Context: an optimization exercise on an open-source flow, tuned for small area and a short achievable clock period. The choices shown serve that exercise and are no tape-out recipe. The RTL was checked by simulation tests, not by an equivalence proof against the original design. No driver is modelled on the clock port, so clock power and skew are understated where the tree is cut down; a real chip needs a root buffer or a tree. Power is estimated from default activity; no workload was simulated.

### design/flow/config.mk
export PLATFORM = sky130hd
export DESIGN_NAME = fifo_sync
export DESIGN_NICKNAME = fifo_sync
export VERILOG_FILES = /design/flow/design.v
export SDC_FILE = /design/flow/constraint.sdc
export NUM_CORES = 4
export LEC_CHECK = 0
export CAP_MARGIN = 20
export CORE_MARGIN = 2
export CORE_UTILIZATION = 65
export SETUP_SLACK_MARGIN = 0.85
export SLEW_MARGIN = 20
export TNS_END_PERCENT = 5
### design/flow/constraint.sdc
create_clock -name core_clock -period 2.0 [get_ports {clk}]
set_input_delay 0.4000 -clock core_clock [delete_from_list [all_inputs] [get_ports {clk}]]
set_output_delay 0.4000 -clock core_clock [all_outputs]
set_load 0.01 [all_outputs]
### design/flow/design.v
module fifo_sync(clk,rst,wen,ren,data_in,data_out,full,empty);
  input clk;
  input rst;
  input wen;
  input ren;
  input [31 : 0] data_in;
  output reg [31 : 0] data_out;
  output reg full, empty;
  reg [31:0] mem [7:0];
  reg [7:0] wsel;    
  reg [7:0] rsel;    
  reg [7:1] cnt;     
  reg nfull;         
  reg nempty;        
  integer i;
  always @(posedge clk)
    for (i = 0; i < 8; i = i + 1)
      if (wsel[i])
        mem[i] <= data_in;
  reg [31:0] head;
  always @* begin
    head = 32'd0;
    for (i = 0; i < 8; i = i + 1)
      head = head | ({32{rsel[i]}} & mem[i]);
  end
  wire take = ~rst & ren & nempty;
  wire hold = ~rst & (~ren | ~nempty);
  always @(posedge clk)
    data_out <= ({32{take}} & head) | ({32{hold}} & data_out);
  wire [8:0] c = {~nfull, cnt, ~nempty};
  wire inc  = wen & ~ren;         
  wire dec  = ren & ~wen;         
  wire same = ~(wen ^ ren);       
  reg [8:0] c_n;
  always @* begin
    c_n[0] = (c[1] & dec) | (c[0] & ~wen);
    for (i = 1; i < 8; i = i + 1)
      c_n[i] = (c[i-1] & (i == 1 ? wen : inc)) |
               (c[i+1] & (i == 7 ? ren : dec)) |
               (c[i] & same);
    c_n[8] = (c[7] & inc) | (c[8] & ~ren);
  end
  wire [7:0] wprev = {wsel[6:0], wsel[7]};
  wire [7:0] rnext = {rsel[6:0], rsel[7]};
  wire [7:0] wsel_n = ({8{wen & ~(c[7] & ~ren)}} & wprev) |
                      ({8{~wen}} & wsel) |
                      ({8{c[8] & ren}} & rsel);
  always @(posedge clk) begin
    if (rst) begin
      wsel   <= 8'd1;
      rsel   <= 8'd1;
      cnt    <= 7'd0;
      full   <= 1'b0;
      empty  <= 1'b1;
      nfull  <= 1'b1;
      nempty <= 1'b0;
    end else begin
      wsel   <= wsel_n;
      if (ren & nempty) rsel <= rnext;
      cnt    <= c_n[7:1];
      full   <= c_n[8];
      empty  <= c_n[0];
      nfull  <= ~c_n[8];
      nempty <= ~c_n[0];
    end
  end
endmodule
### design/flow/flow/run.sh
#!/bin/bash
# The standard layout, with three changes:
#  - port buffers become plain buffers after global placement (iobuf.tcl);
#  - CTS without dummy loads, in clusters of at most 28 sinks;
#  - after CTS the clock port drives four branch buffers directly instead of
#    a root buffer and two branch buffers (post_cts.tcl, retree.tcl).
set -uo pipefail
here=$(pwd)
bash standard.sh finish \
  POST_GLOBAL_PLACE_TCL="$here/flow/iobuf.tcl" \
  POST_CTS_TCL="$here/flow/post_cts.tcl" \
  CTS_ARGS="-sink_clustering_enable -repair_clock_nets -sink_clustering_size 28 -sink_clustering_max_diameter 80 -dont_use_dummy_load" \
  > "$here/standard.log" 2>&1
### design/flow/flow/iobuf.tcl
# Port buffers become plain buffers (the standard port buffering picks a slow
# delay cell): buf_2 on the outputs, buf_1 on the inputs.
foreach inst [get_cells output*] {
  replace_cell $inst sky130_fd_sc_hd__buf_2
}
foreach inst [get_cells input*] {
  replace_cell $inst sky130_fd_sc_hd__buf_1
}
puts "iobuf.tcl: [llength [get_cells output*]] output and [llength [get_cells input*]] input buffers"
### design/flow/flow/post_cts.tcl
# After CTS: rebuild the top of the clock tree (retree.tcl), legalize, and
# repair timing again with the new clock arrival times.
source [file join [file dirname [info script]] retree.tcl]
detailed_placement
estimate_parasitics -placement
repair_timing -setup_margin $::env(SETUP_SLACK_MARGIN) -hold_margin $::env(HOLD_SLACK_MARGIN) -repair_tns $::env(TNS_END_PERCENT) -verbose
detailed_placement
check_placement -verbose
estimate_parasitics -placement
report_clock_latency -clock core_clock
### design/flow/flow/retree.tcl
# Rebuild the top of the clock tree: the clock port drives up to four
# clkbuf_16 branch buffers (one per quadrant of the leaf buffers), each placed
# at the centre of its leaves; CTS's root and branch buffers are removed.
set blk [ord::get_db_block]
set master [[ord::get_db] findMaster sky130_fd_sc_hd__clkbuf_16]
set clknet [$blk findNet clk]
set leaves {}
set old {}
foreach inst [$blk getInsts] {
  set n [$inst getName]
  if {[string match clkbuf_leaf_* $n]} { lappend leaves $inst }
  if {[string match clkbuf_0_* $n] || [string match clkbuf_1_* $n]} { lappend old $inst }
}
# centre of the leaves
set sx 0; set sy 0
foreach l $leaves { set b [$l getBBox]; set sx [expr {$sx + (([$b xMin]+[$b xMax])/2)}]; set sy [expr {$sy + (([$b yMin]+[$b yMax])/2)}] }
set cx [expr {$sx / [llength $leaves]}]
set cy [expr {$sy / [llength $leaves]}]
array set grp {0 {} 1 {} 2 {} 3 {}}
foreach l $leaves {
  set b [$l getBBox]
  set q [expr {((([$b xMin]+[$b xMax])/2) >= $cx ? 1 : 0) + ((([$b yMin]+[$b yMax])/2) >= $cy ? 2 : 0)}]
  lappend grp($q) $l
}
# remove old top of tree
foreach inst $old {
  set xn [[$inst findITerm X] getNet]
  [$inst findITerm A] disconnect
  [$inst findITerm X] disconnect
  odb::dbInst_destroy $inst
  if {$xn ne "NULL" && [llength [$xn getITerms]] == 0} { odb::dbNet_destroy $xn }
}
set k 0
foreach q {0 1 2 3} {
  if {[llength $grp($q)] == 0} continue
  set bx 0; set by 0
  foreach l $grp($q) { set b [$l getBBox]; set bx [expr {$bx + (([$b xMin]+[$b xMax])/2)}]; set by [expr {$by + (([$b yMin]+[$b yMax])/2)}] }
  set bx [expr {$bx / [llength $grp($q)]}]
  set by [expr {$by / [llength $grp($q)]}]
  set buf [odb::dbInst_create $blk $master clkbuf_top_$k]
  $buf setLocation $bx $by
  $buf setPlacementStatus PLACED
  set net [odb::dbNet_create $blk clknet_top_$k]
  $net setSigType CLOCK
  [$buf findITerm A] connect $clknet
  [$buf findITerm X] connect $net
  foreach l $grp($q) {
    set a [$l findITerm A]
    $a disconnect
    $a connect $net
  }
  incr k
}
puts "retree.tcl: clock port drives $k branch buffers over [llength $leaves] leaf buffers"
### design/flow/standard.sh
#!/bin/bash
# synth_recipe.tcl (not shown) runs the flow's synth.tcl, then flattens the netlist and writes it again
# the make line also repeats each setting of config.mk as NAME=value (left out here)
make -C /OpenROAD-flow-scripts/flow DESIGN_CONFIG=/design/flow/config.mk WORK_HOME=/design/flow/orfs CLKGATE_MAP_FILE= SYNTH_SCRIPT=/design/flow/synth_recipe.tcl "${@:-finish}"
==> results of run 1 <==
-- worst max-delay path by stage --
stage / slack, ps / depth (start not counted) / startpoint / to
after global routing: 720 / 4 / rsel[4] / data_out[23]
after floorplan: 740 / 5 / ren / cnt[3]
final: 740 / 1 / wsel[7] / mem[7][18]
after global placement: 80 / 5 / ren / data_out[14]
after detailed placement: 380 / 5 / ren / data_out[0]
-- cell type report, without the clock buffers --
class | count | area share
Tap cell | 220 | 0.0214
Sequential cell | 315 | 0.694
Buffer | 4 | 0.00777
Timing Repair Buffer | 133 | 0.0921
Inverter | 5 | 0.00350
Multi-Input combinational cell | 267 | 0.158
-- kinds of logic after synthesis --
| family | after synthesis | synth area share |
|---|---|---|
| adders and majority gates | 2 | 0.00227 |
| DFF | 315 | 0.803 |
| and+or+nand+nor | 66 | 0.0329 |
| buffers and inverters | 50 | 0.0244 |
| AOI/OAI and AO/OA | 199 | 0.137 |
-- registers in the layout (all words and copies together) (netlist names) --
signal and count:
cnt 7, data_out 32, empty 1, full 1, mem 256, nempty 1
nfull 1, rsel 8, wsel 8
-- layout by cell type (no fill, tap or decap), types with 8 or more instances in the layout --
cell,Yosys,final
a22o_1,32,32
edfxtp_1,256,256
a22oi_2,0,21
nand4_1,32,32
buf_12,0,15
dfxtp_4,0,8
dfxtp_1,59,13
buf_2,38,22
nor2_1,8,8
nand2_1,18,18
buf_6,4,19
a21oi_1,14,14
a22oi_1,135,114
buf_4,1,35
clkbuf_16,0,21
o211ai_1,8,8
buf_1,2,33
dfxtp_2,0,38
-- power groups by stage --
stage / combinational [W] / clock, W / sequential (W)
finish: 0.000585 / 0.00317 / 0.00732
global route: 0.000624 / 0.00341 / 0.00733
detailed placement: 0.000527 / 0 / 0.00747
global placement: 0.000586 / 0 / 0.00746
floorplan: 0.000232 / 0 / 0.00749
-- stage by stage --
stage / hold WS (ps) / worst slack, ps / std cells / power, W
floorplan: 454 / 742 / 632 / 0.00772
global placement: 462 / 76.7 / 918 / 0.00804
detailed placement: 460 / 381 / 918 / 0.00799
global route: 429 / 718 / 956 / 0.0114
finish: 410 / 740 / 956 / 0.0111
-- per-layer routing --
layer / global-route usage / share of wire / vias to the layer above
met5: 0 / 0 / -
met4: 0.0977 / 0.028 / 0
met3: 0.0548 / 0.072 / 54
met2: 0.472 / 0.50 / 310
met1: 0.380 / 0.40 / 3252
li1: - / - / 2799
==> run notes, run 1 <==
outcome=timing/DRC/antenna clean; share of layout cells above drive strength 1=0.260; GRT Resource Usage Total=0.283; RSZ-0062 raised after global routing=true; Clock Latency Late Sink=320 ps; EDFF count, synth=256; Slew Limit Fails=0; initial antenna violation count=0; TNS Setup=0 ps; Gate power share=0.053; final hold violations=0; Clock Sinks=315; synth top area cells=edfxtp_1 (70%), dfxtp_1 (11%), a22oi_1 (9.2%); CP cell instances=buf_4; starting density of the core=0.666; Yosys top cell area share=0.696; port bufs=69; Top Family by Delay on Critical Path=flip-flops; Final #Nets=779; GRT overflow=0; syn_nets=670; pin count of the biggest net entering global routing=29; Final HPWL DP=13.8 mm; post-synth cell types=27; vias per cell=6.71; top-count cell post-synth=edfxtp_1; Area Growth Syn to Fin=16.7%; Die H=134 um; Syn Inst Count=632; power share of the sequential group=0.661; post-synthesis cell area=11000 um^2; area taken by multi-input logic gates=2030 um^2; wire length per cell=26.4 um; beginning of the worst hold path=data_in[22]; Crit Path Category=reg2reg; Worst setup SP type=flip-flop; biggest cell delay along the critical path=640 ps; worst hold path type=in2reg; first-pass detailed-route iteration total=6; Fin Clk Skew=72.7 ps; Hold Path End=mem[1][22]; final setup violation count=0; Post-synth top flop=edfxtp_1; Int Pwr=0.00893 W; maximum clock rate=0.793 GHz; Post-route DRC=0; site row count=47; most area-hungry cell type in the Yosys netlist=edfxtp_1; Post-DP Area=11900 um^2; Slew HR=0.626; register area=8950 um^2; Reg2Reg Capture Point=mem[7][18]; Final Cycle Share=0.630; Fill cells=975; register area share after synthesis=0.803; Die Area=18000 um^2; Commonest cells post-synth=edfxtp_1 (256), a22oi_1 (135), dfxtp_1 (59); Critical Path Sink Type=flip-flop; P_sw=0.00215 W; Max-cap violations=0; Mean Syn Cell Area=17.5 um^2; CP required=2010 ps; leak pwr=4.18 nW; slowest CP cell=dfxtp_2; R2R Setup Slk=740 ps; post-route ant nets=0; total number of vias=6415; R2R Path Start=wsel[7]; first-pass GRT wire length=37.2 mm; post-synthesis async set-or-reset flop share=0; post-layout min period=1260 ps; CP arrival=1270 ps; Core Region=16600 um^2; critical path buffer and inverter count=1; number of synthesized register bits=315; final WL=25.3 mm; total power divided by cell area=860 nW/um^2; VDD IR max=0.718 mV; Syn. warnings=2; fin util=0.777; vias in the first global route=6565; critical path fanouts, max=13; Hold Crit Depth=1; Switching Fraction=0.194; R2R depth=1; Clock power frac=0.286; Iter 0 DRT Violations=715; worst-margin pin slew=561 ps; Ports=70; post-route cell area=12900 um^2; diode count=0; Die Span X=134 um; clock slew at reported path FFs=100 ps
==> inputs of run 2 (changes only) <==
--- a/design/flow/config.mk
+++ b/design/flow/config.mk
@@ -8,6 +8,6 @@
 export CAP_MARGIN = 20
 export CORE_MARGIN = 2
 export CORE_UTILIZATION = 65
-export SETUP_SLACK_MARGIN = 0.85
+export SETUP_SLACK_MARGIN = 1.0
 export SLEW_MARGIN = 20
 export TNS_END_PERCENT = 5
==> run 2 against run 1 <==
Fmax up 3.8%. Clock skew down 46 ps. Routed wire length up 5.9%. Still clean on timing, DRC and antenna. Global-route usage up 1.4 points. Sequential share of layout area down 1.4 points. Combinational power up 14%. Die area unchanged. First-iteration DRC count down 0.98%. Core utilization up 1.6 points. Flip-flop and latch count unchanged. Final cell count up 0.31%. Largest cell class unchanged. Power up 0.69%.
==> run notes, run 2 <==
wire length per cell=27.9 um; Clock Latency Late Sink=310 ps; Die Area=18000 um^2; Hold Path End=mem[2][20]; R2R Setup Slk=810 ps; Commonest cells post-synth=edfxtp_1 (256), a22oi_1 (135), dfxtp_1 (59); Ports=70; VDD IR max=0.891 mV; port bufs=69; vias in the first global route=6457; Mean Syn Cell Area=17.5 um^2; critical path fanouts, max=2; EDFF count, synth=256; vias per cell=6.84; top-count cell post-synth=edfxtp_1; share of layout cells above drive strength 1=0.283; Max-cap violations=0; Core Region=16600 um^2; Final HPWL DP=12.7 mm; TNS Setup=0 ps; Post-synth top flop=edfxtp_1; beginning of the worst hold path=data_in[20]; final setup violation count=0; Post-DP Area=11700 um^2; Final #Nets=782; post-route ant nets=0; maximum clock rate=0.823 GHz; total power divided by cell area=849 nW/um^2; post-layout min period=1210 ps; RSZ-0062 raised after global routing=true; outcome=timing/DRC/antenna clean; clock slew at reported path FFs=100 ps; Post-route DRC=0; Syn Inst Count=632; leak pwr=4.23 nW; Clock Sinks=315; final WL=26.8 mm; Biggest register=mem; commonest cells after routing, fill and taps aside=edfxtp_1 (256), a22oi_1 (90), a22oi_2 (45); Min Hold Slack=426 ps; Clock power frac=0.284; Syn. warnings=2; synth top area cells=edfxtp_1 (70%), dfxtp_1 (11%), a22oi_1 (9.2%); GRT overflow=0; R2R Path Start=rsel[5]; Crit Path Category=reg2out; GRT Resource Usage Total=0.297; Yosys top cell area share=0.696; commonest non-fill, non-tap cell in the layout=edfxtp_1; post-synthesis cell area=11000 um^2; first-pass detailed-route iteration total=5; syn_nets=670; fin util=0.793; first-pass GRT wire length=39.0 mm; starting density of the core=0.666; Hold Crit Depth=1; critical path buffer and inverter count=1; Reg2Reg Capture Point=data_out[25]; Int Pwr=0.00898 W; number of synthesized register bits=315; CP cell instances=buf_2; post-synthesis async set-or-reset flop share=0; post-synth cell types=27; most area-hungry cell type in the Yosys netlist=edfxtp_1; CP arrival=810 ps; Switching Fraction=0.195; mux cell area share after synthesis=0; Iter 0 DRT Violations=708; pin count of the biggest net entering global routing=35; Synth Area in Simple Gates=0.0329; total number of vias=6557; power share of the sequential group=0.657; P_sw=0.00217 W; Slew Limit Fails=0; Area Growth Syn to Fin=19.1%; Fin Clk Skew=26.7 ps; diode count=0; Top Family by Delay on Critical Path=flip-flops; Die Span X=134 um; largest family of logic cells by synthesized area=compound AO/OA/AOI/OAI gates; R2R depth=4; Worst setup SP type=flip-flop; Synth Area in Adders=0.00227; Final Cycle Share=0.607; XOR/XNOR share of the synthesized area=0; Slew HR=0.733; biggest regs=mem: 256 flops, data_out: 32 flops; max reg flops=256; initial antenna violation count=0; worst hold path type=in2reg; CP required=1600 ps; slowest CP cell=dfxtp_1; final hold violations=0; Gate power share=0.060; Die H=134 um; Compound-Gate Fraction of Synth Area=0.137; post-route cell area=13100 um^2; register area share after synthesis=0.803; site row count=47; biggest cell delay along the critical path=370 ps; worst-margin pin slew=401 ps; Critical Path Sink Type=output port
==> run 2: cell families (layout without fill, tap and decap cells) <==
| logic type | after synthesis | after routing |
|---|---|---|
| AO/OA/AOI/OAI | 199 | 199 |
| flip-flops | 315 | 315 |
| buffers and inverters | 50 | 157 |
| AND/OR/NAND/NOR | 66 | 66 |
| adder cells (fa/ha/maj) | 2 | 2 |
==> run 2: cell type report, without the clock buffers <==
| type | instances | area (um^2) |
|---|---|---|
| Buffer | 4 | 100 |
| Fill cell | 914 | 3440 |
| Inverter | 5 | 33.8 |
| Multi-Input combinational cell | 267 | 2150 |
| Sequential cell | 315 | 8950 |
| Tap cell | 220 | 275 |
| Timing Repair Buffer | 136 | 1330 |
==> run 2: worst max path at each step <==
stage	cells after the start	slack, ps	to	start
after floorplan	5	840	cnt[3]	ren
after global routing	4	740	data_out[2]	rsel[2]
final	1	790	data_out[2]	data_out[2]
after global placement	5	70	cnt[2]	ren
after detailed placement	5	350	cnt[6]	ren
==> run 2: routing by layer <==
metal  wire [um]  global-route usage
met1       10300               0.424
met2       13700               0.495
met3        2310              0.0431
met4         465              0.0731
met5           0                   0
==> run 2: power groups by stage <==
stage	Sequential [W]	Combinational (W)	Clock, W
final	0.00732	0.000666	0.00316
after global routing	0.00734	0.000708	0.00343
after global placement	0.00751	0.000493	0
after floorplan	0.00748	0.000235	0
after detailed placement	0.00752	0.000434	0
==> run 2: metrics by stage <==
step	total power, W	setup slack [ps]	cells
after global placement	0.00801	72.3	902
after detailed placement	0.00795	348	902
after global routing	0.0115	741	959
final	0.0112	786	959
after floorplan	0.00771	840	632
==> inputs of run 3 (changes only) <==
--- a/design/flow/config.mk
+++ b/design/flow/config.mk
@@ -8,6 +8,6 @@
 export CAP_MARGIN = 20
 export CORE_MARGIN = 2
 export CORE_UTILIZATION = 65
-export SETUP_SLACK_MARGIN = 1.0
+export SETUP_SLACK_MARGIN = 0.8
 export SLEW_MARGIN = 20
 export TNS_END_PERCENT = 5
==> run 3 against run 2 <==
Still clean. Sequential power barely moved. Global-route usage fell by 2.2 points. Clock power fell by 1%. Register-to-register slack got worse by 40 ps. Sequential share of layout area rose by 3.1 points. Highest routed layer unchanged.
==> run notes, run 3 <==
Die Area=18000 um^2; Iter 0 DRT Violations=667; VDD IR max=1.10 mV; final setup violation count=0; max reg flops=256; Min Hold Slack=426 ps; Post-route DRC=0; outcome=timing/DRC/antenna clean; R2R Setup Slk=770 ps; vias per cell=6.74; wire length per cell=25.7 um; CP arrival=1430 ps; post-synthesis cell area=11000 um^2; pre-CTS WS=410 ps; initial antenna violation count=0; Hold Path End=mem[0][17]; biggest regs=mem: 256 flops, data_out: 32 flops; Critical Path Sink Type=flip-flop; worst-margin pin slew=520 ps; vias in the first global route=6370; Max-cap violations=0; GRT Resource Usage Total=0.275; Area Growth Syn to Fin=13.6%; Final HPWL DP=13.4 mm; maximum clock rate=0.813 GHz; diode count=0; Mean Syn Cell Area=17.5 um^2; CP required=2200 ps; Fin Clk Skew=35.5 ps; Reg2Reg Capture Point=data_out[19]; register area share after synthesis=0.803; leak pwr=4.05 nW; Final Cycle Share=0.615; top-count cell post-synth=edfxtp_1; Syn. warnings=2; synth top area cells=edfxtp_1 (70%), dfxtp_1 (11%), a22oi_1 (9.2%); Slew HR=0.653; total number of vias=6356; Crit Path Category=reg2reg; worst setup margin=769 ps; beginning of the worst hold path=data_in[17]; CP cell instances=buf_4 > a22oi_1 > nand4_1 > a22o_1; post-route ant nets=0; post-layout min period=1230 ps; Final #Nets=766; most area-hungry cell type in the Yosys netlist=edfxtp_1; biggest cell delay along the critical path=380 ps; commonest cells after routing, fill and taps aside=edfxtp_1 (256), a22oi_1 (124), buf_1 (33); GRT overflow=0; clock slew at reported path FFs=100 ps; EDFF count, synth=256; post-synth cell types=27; RSZ-0062 raised after global routing=true; Die H=134 um; Die Span X=134 um; port bufs=69; R2R Path Start=rsel[5]; Clock Sinks=315; commonest non-fill, non-tap cell in the layout=edfxtp_1; R2R depth=4; pin count of the biggest net entering global routing=30; site row count=47; Post-synth top flop=edfxtp_1; final WL=24.2 mm; share of layout cells above drive strength 1=0.213; Biggest register=mem; Yosys top cell area share=0.696; Slew Limit Fails=0; total power divided by cell area=876 nW/um^2; Core Region=16600 um^2; worst hold path type=in2reg; starting density of the core=0.666; slowest CP cell=dfxtp_4; critical path fanouts, max=10; first-pass detailed-route iteration total=5; TNS Setup=0 ps; Hold Crit Depth=1; number of synthesized register bits=315; first-pass GRT wire length=36.6 mm; Ports=70; Clock Latency Late Sink=310 ps; post-synthesis async set-or-reset flop share=0; syn_nets=670; final hold violations=0; Commonest cells post-synth=edfxtp_1 (256), a22oi_1 (135), dfxtp_1 (59); Worst setup SP type=flip-flop; Syn Inst Count=632
## run 3: worst max path at each step
stage	depth (start not counted)	startpoint	endpoint
after floorplan	5	ren	cnt[3]
after global placement	5	ren	cnt[6]
after detailed placement	5	ren	cnt[6]
after global routing	4	rsel[6]	data_out[20]
final	4	rsel[5]	data_out[19]
## run 3: per-layer routing
layer / routed length (um) / global-route usage / vias to the layer above / part of all wire
met1: 9510 / 0.385 / 3243 / 0.39
met5: 0 / 0 / - / 0
met3: 2010 / 0.0484 / 34 / 0.083
li1: - / - / 2769 / -
met4: 333 / 0.0585 / 0 / 0.014
met2: 12400 / 0.463 / 310 / 0.51
## run 3: kinds of logic after synthesis
kind of cell / after synthesis / synth area share
fa+ha+maj: 2 / 0.00227
compound gates: 199 / 0.137
flops: 315 / 0.803
buf+inv: 50 / 0.0244
simple gates: 66 / 0.0329
## run 3: where the power goes
part	total [W]	switching, W	internal [W]
clock	0.00312	0.00168	0.00144
sequential	0.00732	0.0000796	0.00724
combinational	0.000546	0.000333	0.000213
total	0.0110	0.00209	0.00890
## run 3: through the flow
stage,std cells,util,instance area [um^2],power (W)
2_1_floorplan,632,-,11100,0.00772
3_3_place_gp,911,0.737,12200,0.00804
3_5_place_dp,911,0.714,11800,0.00799
5_1_grt,943,0.757,12500,0.0113
6_report,943,0.757,12500,0.0110
## run 3: final cells by class, without the clock buffers
type                       instances  area [um^2]
multi-input combinational        267         1970
timing repair buffer             120          942
sequential                       315         8930
inverter                           5         23.8
tap                              220          275
fill                             971         4040
buffer                             4          100
## run 3: critical path: cells and delay by family (launching register included)
family | cells | cell delay, ps
AO/OA/AOI/OAI | 2 | 410
buffers and inverters | 1 | 190
flip-flops | 1 | 380
AND/OR/NAND/NOR | 1 | 150
==> inputs of run 4 (changes only) <==
--- a/design/flow/config.mk
+++ b/design/flow/config.mk
@@ -7,7 +7,7 @@
 export LEC_CHECK = 0
 export CAP_MARGIN = 20
 export CORE_MARGIN = 2
-export CORE_UTILIZATION = 65
-export SETUP_SLACK_MARGIN = 0.8
+export CORE_UTILIZATION = 70
+export SETUP_SLACK_MARGIN = 0.7
 export SLEW_MARGIN = 20
 export TNS_END_PERCENT = 5
==> run 4 against run 3 <==
Final cell count decreased by 2.1%. Combinational power is 3% lower. Core utilization is 4.8 points higher. Flip-flop and latch count is the same. Critical path depth unchanged. Design area down 1.8%. Largest cell class unchanged.
==> run notes, run 4 <==
post-route cell area=12300 um^2; slowest CP cell=dfxtp_1; pre-CTS WS=299 ps; Clock Sinks=315; Iter 0 DRT Violations=653; Mean Syn Cell Area=17.5 um^2; post-synthesis async set-or-reset flop share=0; Critical Path Sink Type=flip-flop; Gate power share=0.048; top-count cell post-synth=edfxtp_1; post-synth cell types=27; busiest grt layer=met2; power share of the sequential group=0.667; VDD IR max=0.959 mV; CP required=2190 ps; Max-cap violations=0; critical path buffer and inverter count=1; maximum clock rate=0.770 GHz; Switching Fraction=0.190; pin count of the biggest net entering global routing=35; GRT overflow=0; fin cells=923; share of layout cells above drive strength 1=0.177; wire length per cell=25.4 um; Syn. warnings=2; diode count=0; P_sw=0.00208 W; leak pwr=3.96 nW; Cells after DPL=902; CP cell instances=buf_4 > a22oi_1 > nand4_1 > a22o_1; starting density of the core=0.721; syn_nets=670; vias per cell=6.79; Yosys top cell area share=0.696; site row count=45; commonest non-fill, non-tap cell in the layout=edfxtp_1; Post-synth top flop=edfxtp_1; Final HPWL DP=13.6 mm; Die H=130 um; Fin Clk Skew=49.8 ps; initial antenna violation count=0; worst-margin pin slew=420 ps; Top Family by Delay on Critical Path=compound AO/OA/AOI/OAI gates; post-route ant nets=0; most area-hungry cell type in the Yosys netlist=edfxtp_1; commonest cells after routing, fill and taps aside=edfxtp_1 (256), a22oi_1 (133), buf_1 (35); Area Growth Syn to Fin=11.6%; Crit Path Category=reg2reg; synth top area cells=edfxtp_1 (70%), dfxtp_1 (11%), a22oi_1 (9.2%); Commonest cells post-synth=edfxtp_1 (256), a22oi_1 (135), dfxtp_1 (59); EDFF count, synth=256; Hold Crit Depth=1; CP arrival=1480 ps; Final Cycle Share=0.649; port bufs=69; R2R depth=4; final setup violation count=0; GRT Resource Usage Total=0.287; worst setup margin=702 ps; met3 usage=0.0372; critical path fanouts, max=14; Clock power frac=0.284; Clock Latency Late Sink=320 ps; biggest regs=mem: 256 flops, data_out: 32 flops; number of synthesized register bits=315; Slew HR=0.720; routing usage on met2=0.494; RSZ-0062 raised after global routing=true; Syn Inst Count=632; outcome=timing/DRC/antenna clean; first-pass GRT wire length=35.5 mm; worst hold path type=in2reg; register area share after synthesis=0.803; Biggest register=mem; max reg flops=256; met1 usage=0.393; vias in the first global route=6375; Final #Nets=755; Core Region=15300 um^2; post-synthesis cell area=11000 um^2; CP Depth=4; Slew Limit Fails=0; Worst setup SP type=flip-flop; Die Span X=130 um; fin util=0.804; final hold violations=0; clock slew at reported path FFs=100 ps; final WL=23.5 mm; biggest cell delay along the critical path=350 ps; Ports=70; Post-route DRC=0; Die Area=16800 um^2; first-pass detailed-route iteration total=6; total power divided by cell area=891 nW/um^2; total number of vias=6269; Post-DP Area=11800 um^2; post-layout min period=1300 ps; Int Pwr=0.00889 W
==> run 4: cell counts after synthesis <==
No cell type changed its count.
==> run 4: power by group through the flow <==
stage / combinational (W) / sequential [W] / clock [W]
floorplan: 0.000229 / 0.00749 / 0
global placement: 0.000558 / 0.00746 / 0
detailed placement: 0.000507 / 0.00747 / 0
global route: 0.000577 / 0.00734 / 0.00338
finish: 0.000531 / 0.00732 / 0.00312
==> run 4: cells by family after synthesis <==
kind of cell,synth area share
AOI/OAI and AO/OA,0.137
adders and majority gates,0.00227
buffers and inverters,0.0244
DFF,0.803
and+or+nand+nor,0.0329
==> run 4: per-stage QoR <==
stage	hold WS [ps]	power, W	TNS, ps
floorplan	454	0.00772	0
global placement	464	0.00801	-334
detailed placement	463	0.00797	0
global route	427	0.0113	0
finish	419	0.0110	0
==> run 4: area by class of cell, without the clock buffers <==
cell class | instances | area [um^2]
well taps | 211 | 264
inverters | 5 | 20.0
repair buffers | 109 | 793
fillers | 802 | 3000
multi-input cells | 267 | 1930
plain buffers | 4 | 100
flip-flops and latches | 315 | 8900
==> run 4: routing by layer <==
| metal | share of wire | up-vias |
|---|---|---|
| met5 | 0 | - |
| met4 | 0.015 | 0 |
| met3 | 0.080 | 31 |
| met2 | 0.52 | 312 |
| met1 | 0.38 | 3181 |
| li1 | - | 2745 |
==> run 4: worst paths after layout <==
kind | from | to | slack (ps)
worst max-delay path | rsel[2] | data_out[22] | 700
worst min-delay path | data_in[0] | mem[4][0] | 420
worst max register to register | rsel[2] | data_out[22] | 700
worst min register to register | data_out[23] | data_out[23] | 480
==> inputs of run 5 (changes only) <==
--- a/design/flow/config.mk
+++ b/design/flow/config.mk
@@ -7,7 +7,7 @@
 export LEC_CHECK = 0
 export CAP_MARGIN = 20
 export CORE_MARGIN = 2
-export CORE_UTILIZATION = 70
-export SETUP_SLACK_MARGIN = 0.7
+export CORE_UTILIZATION = 65
+export SETUP_SLACK_MARGIN = 0.75
 export SLEW_MARGIN = 20
-export TNS_END_PERCENT = 5
+export TNS_END_PERCENT = 0
==> run 5 against run 4 <==
Via count decreased by 1.1%. Largest power group unchanged. Synthesized cell count unchanged. Routed wire length decreased by 0.76%.
==> run notes, run 5 <==
outcome=timing/DRC/antenna clean; Post-synth top flop=edfxtp_1; Synth Area in Simple Gates=0.0329; EDFF count, synth=256; Fin Clk Skew=54.1 ps; Iter 0 DRT Violations=626; VDD IR max=0.736 mV; share of layout cells above drive strength 1=0.199; initial antenna violation count=0; Worst setup SP type=flip-flop; Final Cycle Share=0.621; Die Area=18000 um^2; clock slew at reported path FFs=100 ps; port bufs=69; most area-hungry cell type in the Yosys netlist=edfxtp_1; synth top area cells=edfxtp_1 (70%), dfxtp_1 (11%), a22oi_1 (9.2%); pin count of the biggest net entering global routing=34; Ports=70; maximum clock rate=0.805 GHz; Critical Path Sink Type=flip-flop; Area Growth Syn to Fin=12.1%; Max-cap violations=0; Yosys top cell area share=0.696; commonest non-fill, non-tap cell in the layout=edfxtp_1; RSZ-0062 raised after global routing=true; GRT overflow=0; Core Region=16600 um^2; leak pwr=3.99 nW; P_sw=0.00211 W; top-count cell post-synth=edfxtp_1; Clock Latency Late Sink=310 ps; post-layout min period=1240 ps; Clock power frac=0.286; site row count=47; register area share after synthesis=0.803; Crit Path Category=reg2reg; final setup violation count=0; Final #Nets=760; Final HPWL DP=13.3 mm; wire length per cell=24.8 um; Die Span X=134 um; syn_nets=670; commonest cells after routing, fill and taps aside=edfxtp_1 (256), a22oi_1 (127), dfxtp_2 (34), buf_1 (34); post-synth cell types=27; Clock Sinks=315; final hold violations=0; post-synthesis async set-or-reset flop share=0; Min Hold Slack=430 ps; Gate power share=0.050; largest family of logic cells by synthesized area=compound AO/OA/AOI/OAI gates; max reg flops=256; CP arrival=1450 ps; Syn Inst Count=632; CP required=2200 ps; Switching Fraction=0.192; Post-route DRC=0; Compound-Gate Fraction of Synth Area=0.137; vias per cell=6.61; Mean Syn Cell Area=17.5 um^2; Die H=134 um; Biggest register=mem; Int Pwr=0.00890 W; biggest regs=mem: 256 flops, data_out: 32 flops; Synth Area in Adders=0.00227; Slew Limit Fails=0; Syn. warnings=2; Commonest cells post-synth=edfxtp_1 (256), a22oi_1 (135), dfxtp_1 (59); GRT Resource Usage Total=0.267; worst hold path type=in2reg; XOR/XNOR share of the synthesized area=0; Slew HR=0.690; worst-margin pin slew=466 ps; starting density of the core=0.666; post-route ant nets=0; first-pass GRT wire length=35.5 mm; diode count=0; mux cell area share after synthesis=0; total number of vias=6198; critical path fanouts, max=23; vias in the first global route=6217; TNS Setup=0 ps; power share of the sequential group=0.664; total power divided by cell area=890 nW/um^2; number of synthesized register bits=315; final WL=23.3 mm; first-pass detailed-route iteration total=7; post-synthesis cell area=11000 um^2
==> run 5: cell counts after synthesis <==
No cell type changed its count.
==> run 5: logic make-up (layout without fill, tap and decap cells) <==
kind of cell,count (synthesis),after routing
AND/OR/NAND/NOR,66,66
AO/OA/AOI/OAI,199,199
adder cells (fa/ha/maj),2,2
buffers and inverters,50,135
flip-flops,315,315
==> run 5: power groups by stage <==
stage / combinational, W / sequential, W / clock, W
2_1_floorplan: 0.000229 / 0.00749 / 0
3_3_place_gp: 0.000585 / 0.00745 / 0
3_5_place_dp: 0.000525 / 0.00745 / 0
5_1_grt: 0.000595 / 0.00733 / 0.00338
6_report: 0.000548 / 0.00731 / 0.00315
==> run 5: final timing paths <==
check / from / endpoint / slack (ps) / cells past startpoint
worst max-delay path: rsel[0] / data_out[14] / 760 / 4
worst min-delay path: data_in[5] / mem[7][5] / 430 / 1
worst max register to register: rsel[0] / data_out[14] / 760 / 4
worst min register to register: data_out[4] / data_out[4] / 480 / 1
==> run 5: through the flow <==
step | setup WS, ps | cell area [um^2] | util | std cells | power [W]
2_1_floorplan | 569 | 11100 | - | 632 | 0.00772
3_3_place_gp | 25.4 | 12100 | 0.731 | 919 | 0.00803
3_5_place_dp | 336 | 11700 | 0.708 | 919 | 0.00798
5_1_grt | 724 | 12400 | 0.746 | 937 | 0.0113
6_report | 758 | 12400 | 0.746 | 937 | 0.0110
==> run 5: final cells by class, without the clock buffers <==
type | instances | area (um^2)
Buffer | 4 | 100
Fill cell | 1034 | 4210
Inverter | 5 | 18.8
Multi-Input combinational cell | 267 | 1960
Sequential cell | 315 | 8910
Tap cell | 220 | 275
Timing Repair Buffer | 114 | 811
==> run 5: worst max-delay path, stage by stage (launching register included) <==
cell	delay, ps
dfxtp_2	350
buf_12	170
a22oi_2	160
nand4_1	200
a22o_1	250
==> run 5: metal layers <==
| metal | global-route usage | wire (um) | vias to the layer above |
|---|---|---|---|
| met5 | 0 | 0 | - |
| met4 | 0.0760 | 434 | 0 |
| met3 | 0.0317 | 1570 | 38 |
| met2 | 0.459 | 11900 | 270 |
| met1 | 0.366 | 9370 | 3128 |
| li1 | - | - | 2762 |
==> inputs of run 6 (changes only) <==
--- a/design/flow/config.mk
+++ b/design/flow/config.mk
@@ -10,4 +10,4 @@
 export CORE_UTILIZATION = 65
 export SETUP_SLACK_MARGIN = 0.75
 export SLEW_MARGIN = 20
-export TNS_END_PERCENT = 0
+export TNS_END_PERCENT = 5
==> run 6 against run 5 <==
Critical path type unchanged. Global-route usage up 0.11 points. Synthesized cell count unchanged. Fmax is 1.1% lower. First-iteration DRC count rose by 7.7%. Synthesized area is the same. Setup slack got worse by 13 ps. Largest power group unchanged. Register-to-register slack about the same. Still clean on timing, DRC and antenna. Worst hold slack gained 5.5 ps. Combinational power down 6.0%.
==> run notes, run 6 <==
outcome=timing/DRC/antenna clean; CP cell instances=buf_4; overall power=0.0110 W; Worst setup SP type=flip-flop; Die H=134 um; Crit Path Category=reg2reg; post-layout min period=1260 ps; post-synthesis cell area=11000 um^2; XOR/XNOR share of the synthesized area=0; clock slew at reported path FFs=100 ps; mux cell area share after synthesis=0; R2R Setup Slk=740 ps; GRT Resource Usage Total=0.268; pre-CTS WS=404 ps; post-route ant nets=0; port bufs=69; worst hold path type=in2reg; final hold violations=0; worst setup margin=744 ps; Post-synth top flop=edfxtp_1; total power divided by cell area=889 nW/um^2; RSZ-0062 raised after global routing=true; register area share after synthesis=0.803; biggest regs=mem: 256 flops, data_out: 32 flops; share of layout cells above drive strength 1=0.189; post-synth cell types=27; initial antenna violation count=1; GRT overflow=0; first-pass GRT wire length=35.5 mm; biggest cell delay along the critical path=670 ps; Final HPWL DP=13.4 mm; commonest cells after routing, fill and taps aside=edfxtp_1 (256), a22oi_1 (132), buf_1 (34); Post-route DRC=0; Yosys top cell area share=0.696; Area Growth Syn to Fin=11.9%; top-count cell post-synth=edfxtp_1; max reg flops=256; Synth Area in Simple Gates=0.0329; critical path fanouts, max=14; first-pass detailed-route iteration total=5; Synth Area in Adders=0.00227; Slew Limit Fails=0; Biggest register=mem; number of synthesized register bits=315; synth top area cells=edfxtp_1 (70%), dfxtp_1 (11%), a22oi_1 (9.2%); CP required=2010 ps; final setup violation count=0; EDFF count, synth=256; Critical Path Sink Type=flip-flop; Ports=70; critical path buffer and inverter count=1; Final Cycle Share=0.628; Clock Latency Late Sink=310 ps; vias per cell=6.64; Commonest cells post-synth=edfxtp_1 (256), a22oi_1 (135), dfxtp_1 (59); Core Region=16600 um^2; VDD IR max=0.940 mV; starting density of the core=0.666; most area-hungry cell type in the Yosys netlist=edfxtp_1; Compound-Gate Fraction of Synth Area=0.137; fin util=0.745; fin cells=934; TNS Setup=0 ps; largest family of logic cells by synthesized area=compound AO/OA/AOI/OAI gates; Die Span X=134 um; Iter 0 DRT Violations=674; post-synthesis async set-or-reset flop share=0; commonest non-fill, non-tap cell in the layout=edfxtp_1; slowest CP cell=dfxtp_2; leak pwr=3.98 nW; Syn Inst Count=632; maximum clock rate=0.796 GHz; wire length per cell=25.2 um; total number of vias=6202; syn_nets=670; Fin Clk Skew=44.4 ps; pin count of the biggest net entering global routing=33; Top Family by Delay on Critical Path=flip-flops; vias in the first global route=6245; Clock Sinks=315; site row count=47; CP arrival=1270 ps; Die Area=18000 um^2; worst-margin pin slew=512 ps; Mean Syn Cell Area=17.5 um^2; Syn. warnings=2; final WL=23.6 mm; Slew HR=0.659; Max-cap violations=0; Final #Nets=756; Cells after DPL=913
-- run 6: cell counts after synthesis --
No cell type changed its count.
-- run 6: cell families after synthesis --
group	after synthesis
adder cells (fa/ha/maj)	2
buffers and inverters	50
AND/OR/NAND/NOR	66
flip-flops	315
AO/OA/AOI/OAI	199
-- run 6: metal layers --
metal  vias up  GRT usage  share of wire
li1       2748          -              -
met1      3155      0.364           0.40
met2       259      0.467           0.52
met3        40     0.0378          0.066
met4         0     0.0643          0.017
met5         -          0              0
-- run 6: power by group --
group	switching, W	internal (W)
registers	0.0000886	0.00725
clock network	0.00170	0.00145
logic	0.000315	0.000200
-- run 6: worst paths after layout --
path | from | end | cells past startpoint
worst max-delay path | wsel[1] | mem[1][6] | 1
worst min-delay path | data_in[17] | mem[0][17] | 1
worst max register to register | wsel[1] | mem[1][6] | 1
worst min register to register | data_out[4] | data_out[4] | 1
-- run 6: final cells by class, without the clock buffers --
class / count / area, um^2
fill: 1041 / 4230
tap: 220 / 275
timing repair buffer: 110 / 802
sequential: 315 / 8920
multi-input combinational: 267 / 1940
buffer: 4 / 100
antenna: 1 / 2.50
inverter: 5 / 20.0
-- run 6: per-stage QoR --
stage	hold slack (ps)	area (um^2)
after global routing	441	12400
final	435	12400
after global placement	462	12200
after detailed placement	458	11800
after floorplan	454	11100
==> inputs of run 7 (changes only) <==
==> design/flow/flow/run.sh (replaced) <==
#!/bin/bash
# The standard layout, with three changes:
#  - port buffers become plain buffers after global placement (iobuf.tcl);
#  - CTS without dummy loads, in clusters of at most 20 sinks;
#  - after CTS the clock port drives four branch buffers directly instead of
#    a root buffer and two branch buffers (post_cts.tcl, retree.tcl).
set -uo pipefail
here=$(pwd)
bash standard.sh finish \
  POST_GLOBAL_PLACE_TCL="$here/flow/iobuf.tcl" \
  POST_CTS_TCL="$here/flow/post_cts.tcl" \
  CTS_ARGS="-sink_clustering_enable -repair_clock_nets -sink_clustering_size 20 -sink_clustering_max_diameter 60 -dont_use_dummy_load" \
  > "$here/standard.log" 2>&1
--- a/design/flow/config.mk
+++ b/design/flow/config.mk
@@ -8,6 +8,6 @@
 export CAP_MARGIN = 20
 export CORE_MARGIN = 2
 export CORE_UTILIZATION = 65
-export SETUP_SLACK_MARGIN = 0.75
+export SETUP_SLACK_MARGIN = 0.7
 export SLEW_MARGIN = 20
 export TNS_END_PERCENT = 5
==> run 7 against run 6 <==
Sequential power barely moved. Fmax decreased by 2.9%. Combinational power is essentially flat.
==> run notes, run 7 <==
overall power=0.0114 W; Max-cap violations=0; Post-route DRC=0; Die H=134 um; Clock power frac=0.314; Yosys top cell area share=0.696; critical path fanouts, max=21; share of layout cells above drive strength 1=0.191; Final Cycle Share=0.647; vias per cell=6.67; Mean Syn Cell Area=17.5 um^2; Final HPWL DP=13.4 mm; vias in the first global route=6208; first-pass detailed-route iteration total=7; outcome=timing/DRC/antenna clean; VDD IR max=0.770 mV; Crit Path Category=reg2reg; CP required=2190 ps; total number of vias=6254; Syn. warnings=2; Gate power share=0.045; RSZ-0062 raised after global routing=true; EDFF count, synth=256; Switching Fraction=0.193; final hold violations=0; CP arrival=1480 ps; commonest non-fill, non-tap cell in the layout=edfxtp_1; port bufs=69; initial antenna violation count=1; number of synthesized register bits=315; Final #Nets=760; worst hold path type=in2reg; Ports=70; commonest cells after routing, fill and taps aside=edfxtp_1 (256), a22oi_1 (135), buf_1 (34); max reg flops=256; P_sw=0.00220 W; Iter 0 DRT Violations=664; pin count of the biggest net entering global routing=33; Area Growth Syn to Fin=12.7%; post-synthesis cell area=11000 um^2; Setup crit start=rsel[7]; Worst setup SP type=flip-flop; worst-margin pin slew=528 ps; syn_nets=670; Slew Limit Fails=0; leak pwr=4.03 nW; register area share after synthesis=0.803; Int Pwr=0.00923 W; most area-hungry cell type in the Yosys netlist=edfxtp_1; Die Area=18000 um^2; first-pass GRT wire length=35.9 mm; maximum clock rate=0.773 GHz; beginning of the worst hold path=data_in[9]; GRT Resource Usage Total=0.270; Core Region=16600 um^2; R2R Path Start=rsel[7]; GRT overflow=0; Slew HR=0.648; Clock Latency Late Sink=310 ps; final setup violation count=0; starting density of the core=0.666; Die Span X=134 um; final WL=23.8 mm; post-synth cell types=27; power share of the sequential group=0.641; total power divided by cell area=920 nW/um^2; Fin Clk Skew=17.4 ps; Critical Path Sink Type=flip-flop; Syn Inst Count=632; post-route ant nets=0; post-synthesis async set-or-reset flop share=0; post-layout min period=1290 ps; TNS Setup=0 ps; Post-synth top flop=edfxtp_1; wire length per cell=25.4 um; Clock Sinks=315; top-count cell post-synth=edfxtp_1; Biggest register=mem; Commonest cells post-synth=edfxtp_1 (256), a22oi_1 (135), dfxtp_1 (59); biggest regs=mem: 256 flops, data_out: 32 flops; Fill cells=1031; clock slew at reported path FFs=80 ps; site row count=47; synth top area cells=edfxtp_1 (70%), dfxtp_1 (11%), a22oi_1 (9.2%)
## run 7: power groups by stage
stage / logic, W / registers, W / clock network (W)
after detailed placement: 0.000500 / 0.00748 / 0
after floorplan: 0.000229 / 0.00749 / 0
after global placement: 0.000559 / 0.00747 / 0
final: 0.000512 / 0.00733 / 0.00359
after global routing: 0.000554 / 0.00735 / 0.00385
## run 7: critical path: stages, from the launching register on
cell     delay (ps)
dfxtp_1         320
buf_4           240
a22oi_1         220
nand4_1         140
a22o_1          250
## run 7: kinds of logic after synthesis
kind of cell / after synthesis / synth area share
AO/OA/AOI/OAI: 199 / 0.137
adder cells (fa/ha/maj): 2 / 0.00227
buffers and inverters: 50 / 0.0244
flip-flops: 315 / 0.803
AND/OR/NAND/NOR: 66 / 0.0329
## run 7: cell type report, without the clock buffers
class | count | area, um^2 | share of cell area
Antenna cell | 1 | 2.50 | 0.000201
Buffer | 4 | 100 | 0.00805
Inverter | 5 | 20.0 | 0.00161
Multi-Input combinational cell | 267 | 1910 | 0.154
Sequential cell | 315 | 8920 | 0.717
Tap cell | 220 | 275 | 0.0221
Timing Repair Buffer | 110 | 803 | 0.0646
## run 7: final timing paths
| kind | slack [ps] | cells after the start | end |
|---|---|---|---|
| worst max-delay path | 710 | 4 | data_out[30] |
| worst min-delay path | 440 | 1 | mem[1][9] |
| worst max register to register | 710 | 4 | data_out[30] |
| worst min register to register | 470 | 1 | data_out[27] |
## run 7: per-layer routing
metal	global-route usage	wire, um	vias to the layer above
met2	0.472	12300	280
met3	0.0385	1710	39
met1	0.368	9470	3168
met4	0.0591	335	0
li1	-	-	2767
met5	0	0	-
## run 7: stage by stage
step | setup slack [ps] | instance area [um^2] | utilization | hold slack (ps) | instances
detailed placement | 404 | 11800 | 0.711 | 458 | 913
global route | 673 | 12400 | 0.750 | 451 | 937
floorplan | 655 | 11100 | - | 454 | 632
finish | 707 | 12400 | 0.750 | 437 | 938
global placement | 161 | 12200 | 0.735 | 462 | 913
==> inputs of run 8 (changes only) <==
==> design/flow/flow/run.sh (replaced) <==
#!/bin/bash
# The standard layout, with three changes:
#  - port buffers become plain buffers after global placement (iobuf.tcl);
#  - CTS without dummy loads, in clusters of at most 34 sinks;
#  - after CTS the clock port drives four branch buffers directly instead of
#    a root buffer and two branch buffers (post_cts.tcl, retree.tcl).
set -uo pipefail
here=$(pwd)
bash standard.sh finish \
  POST_GLOBAL_PLACE_TCL="$here/flow/iobuf.tcl" \
  POST_CTS_TCL="$here/flow/post_cts.tcl" \
  CTS_ARGS="-sink_clustering_enable -repair_clock_nets -sink_clustering_size 34 -sink_clustering_max_diameter 90 -dont_use_dummy_load" \
  > "$here/standard.log" 2>&1
--- a/design/flow/config.mk
+++ b/design/flow/config.mk
@@ -8,6 +8,6 @@
 export CAP_MARGIN = 20
 export CORE_MARGIN = 2
 export CORE_UTILIZATION = 65
-export SETUP_SLACK_MARGIN = 0.7
+export SETUP_SLACK_MARGIN = 0.75
 export SLEW_MARGIN = 20
 export TNS_END_PERCENT = 5
==> run 8 against run 7 <==
Still clean on timing, DRC and antenna. Clock skew is 54 ps higher. Routed wire length hardly changed. Synthesized cell count stayed put. Final cell count is 0.43% lower. Critical path depth is 3 lower. Sequential power hardly changed. Register-to-register slack better by 30 ps. First-iteration DRC count is 13% lower. Fmax is 2.0% higher. Combinational power hardly changed. Clock power is 18% lower. Critical path type unchanged. Critical endpoint is now mem[1][12]. Largest cell class unchanged.
==> run notes, run 8 <==
outcome=timing/DRC/antenna clean; worst-margin pin slew=530 ps; Biggest register=mem; top-count cell post-synth=edfxtp_1; Clock power frac=0.273; port bufs=69; Mean Syn Cell Area=17.5 um^2; Slew HR=0.647; synth top area cells=edfxtp_1 (70%), dfxtp_1 (11%), a22oi_1 (9.2%); pin count of the biggest net entering global routing=35; clock slew at reported path FFs=120 ps; CP arrival=1290 ps; post-synthesis cell area=11000 um^2; max reg flops=256; vias per cell=6.59; commonest non-fill, non-tap cell in the layout=edfxtp_1; register area share after synthesis=0.803; total number of vias=6153; Syn. warnings=2; slowest CP cell=dfxtp_2; post-synth cell types=27; share of layout cells above drive strength 1=0.191; met1 usage=0.366; Clock Sinks=315; critical path fanouts, max=14; critical path buffer and inverter count=1; Crit Path Category=reg2reg; commonest cells after routing, fill and taps aside=edfxtp_1 (256), a22oi_1 (131), buf_1 (34); vias in the first global route=6258; starting density of the core=0.666; Die Span X=134 um; Die H=134 um; VDD IR max=0.865 mV; busiest grt layer=met2; CP cell instances=buf_4; biggest regs=mem: 256 flops, data_out: 32 flops; Post-synth top flop=edfxtp_1; Final #Nets=756; Post-route DRC=0; first-pass GRT wire length=35.6 mm; GRT Resource Usage Total=0.269; Clock Latency Late Sink=320 ps; leak pwr=3.97 nW; power share of the sequential group=0.680; Commonest cells post-synth=edfxtp_1 (256), a22oi_1 (135), dfxtp_1 (59); maximum clock rate=0.789 GHz; Slew Limit Fails=0; most area-hungry cell type in the Yosys netlist=edfxtp_1; register area=8920 um^2; total power divided by cell area=876 nW/um^2; Syn Inst Count=632; Yosys top cell area share=0.696; Max-cap violations=0; initial antenna violation count=1; GRT overflow=0; post-layout min period=1270 ps; P_sw=0.00208 W; wire length per cell=25.5 um; Worst setup SP type=flip-flop; Top Family by Delay on Critical Path=flip-flops; area taken by multi-input logic gates=1940 um^2; Iter 0 DRT Violations=577; Ports=70; post-route ant nets=0; Final Cycle Share=0.634; Min Hold Slack=415 ps; post-synthesis async set-or-reset flop share=0; final hold violations=0; Area Growth Syn to Fin=11.7%; routing usage on met2=0.464; EDFF count, synth=256; Cells after DPL=913; Critical Path Sink Type=flip-flop; first-pass detailed-route iteration total=5; site row count=47; Fin Clk Skew=71.1 ps; Int Pwr=0.00872 W; TNS Setup=0 ps; fin cells=934; Final HPWL DP=13.4 mm; Switching Fraction=0.192; worst hold path type=in2reg; Die Area=18000 um^2; RSZ-0062 raised after global routing=true; final WL=23.8 mm; syn_nets=670; final setup violation count=0; CP required=2020 ps; Gate power share=0.048; Core Region=16600 um^2; met3 usage=0.0435; biggest cell delay along the critical path=690 ps; number of synthesized register bits=315; Fill cells=1040
-- run 8: changes by cell type in the layout (fill, tap and decap cells not counted), moves of 3 or more --
| cell | previous run | this run |
|---|---|---|
| a22oi_1 | 135 | 131 |
| a22oi_2 | 0 | 4 |
| buf_2 | 25 | 30 |
| buf_4 | 28 | 25 |
| clkbuf_16 | 20 | 14 |
| dfxtp_1 | 23 | 26 |
| dfxtp_2 | 33 | 29 |
-- run 8: metrics by stage --
stage / util / worst slack (ps) / cell area [um^2] / power [W]
finish: 0.743 / 732 / 12300 / 0.0108
global route: 0.743 / 699 / 12300 / 0.0111
detailed placement: 0.711 / 404 / 11800 / 0.00798
global placement: 0.735 / 161 / 12200 / 0.00803
floorplan: - / 655 / 11100 / 0.00772
-- run 8: cell type report, without the clock buffers --
class	instances	area share
multi-input combinational	267	0.158
timing repair buffer	112	0.0661
buffer	4	0.00812
sequential	315	0.724
inverter	5	0.00162
tap	220	0.0223
antenna	1	0.000203
-- run 8: logic make-up (layout without fill, tap and decap cells) --
kind of cell / after synthesis / count (layout) / share of synthesized area
compound gates: 199 / 199 / 0.137
fa+ha+maj: 2 / 2 / 0.00227
buf+inv: 50 / 131 / 0.0244
flops: 315 / 315 / 0.803
other cells: 0 / 1 / 0
simple gates: 66 / 66 / 0.0329
-- run 8: path summary, 6_finish.rpt --
path | slack (ps) | to | start | cells after the start
max | 730 | mem[1][12] | wsel[1] | 1
min | 410 | mem[5][25] | data_in[25] | 1
max reg2reg | 730 | mem[1][12] | wsel[1] | 1
min reg2reg | 480 | data_out[11] | data_out[11] | 1
-- run 8: metal layers --
layer | vias to the layer above | part of all wire | wire length, um
met2 | 247 | 0.51 | 12100
met3 | 35 | 0.064 | 1530
met4 | 0 | 0.018 | 423
li1 | 2743 | - | -
met5 | - | 0 | 0
met1 | 3128 | 0.41 | 9730
-- run 8: power groups by stage --
| stage | registers (W) | clock network, W | logic, W |
|---|---|---|---|
| 6_report | 0.00733 | 0.00294 | 0.000515 |
| 2_1_floorplan | 0.00749 | 0 | 0.000229 |
| 5_1_grt | 0.00735 | 0.00317 | 0.000557 |
| 3_3_place_gp | 0.00747 | 0 | 0.000559 |
| 3_5_place_dp | 0.00748 | 0 | 0.000500 |

==> what the ideal ports hide <==
The flow's constraints put no driver on any port. The routed layouts listed below were extracted and timed again, unchanged, in two steps. Step 1 sets driving cells, clkbuf_16 on the clock port and buf_2 on the other inputs (assumed; they add their load-dependent delay and slew). Step 2 moves the port delays by t, midway between the first and last clock arrival at a register: inputs arrive t later, outputs are due t later. That takes back most of the time a late clock gives input paths. Three values: no drivers, after step 1, after step 2; two values: the first two.
run | t, ns | setup WS [ns] | latest minus earliest clock arrival (ns) | worst data-port slew with drivers (ns)
run 1 | 0.381 | 0.740 / 0.705 / 0.488 | 0.073 / 0.072 | 0.06
run 2 | 0.390 | 0.786 / 0.692 / 0.506 | 0.027 / 0.026 | 0.07
run 3 | 0.381 | 0.769 / 0.713 / 0.561 | 0.036 / 0.036 | 0.06
run 4 | 0.381 | 0.702 / 0.702 / 0.428 | 0.050 / 0.051 | 0.06
run 5 | 0.381 | 0.758 / 0.716 / 0.476 | 0.054 / 0.054 | 0.06
run 6 | 0.380 | 0.744 / 0.710 / 0.479 | 0.044 / 0.044 | 0.07
run 7 | 0.391 | 0.707 / 0.707 / 0.455 | 0.019 / 0.019 | 0.08
run 8 | 0.379 | 0.732 / 0.696 / 0.465 | 0.071 / 0.071 | 0.08
After both steps every run listed still meets setup and hold. The setup slack of run 5, which loses most, moves by -0.042 ns with the drivers and by -0.282 ns with both steps.
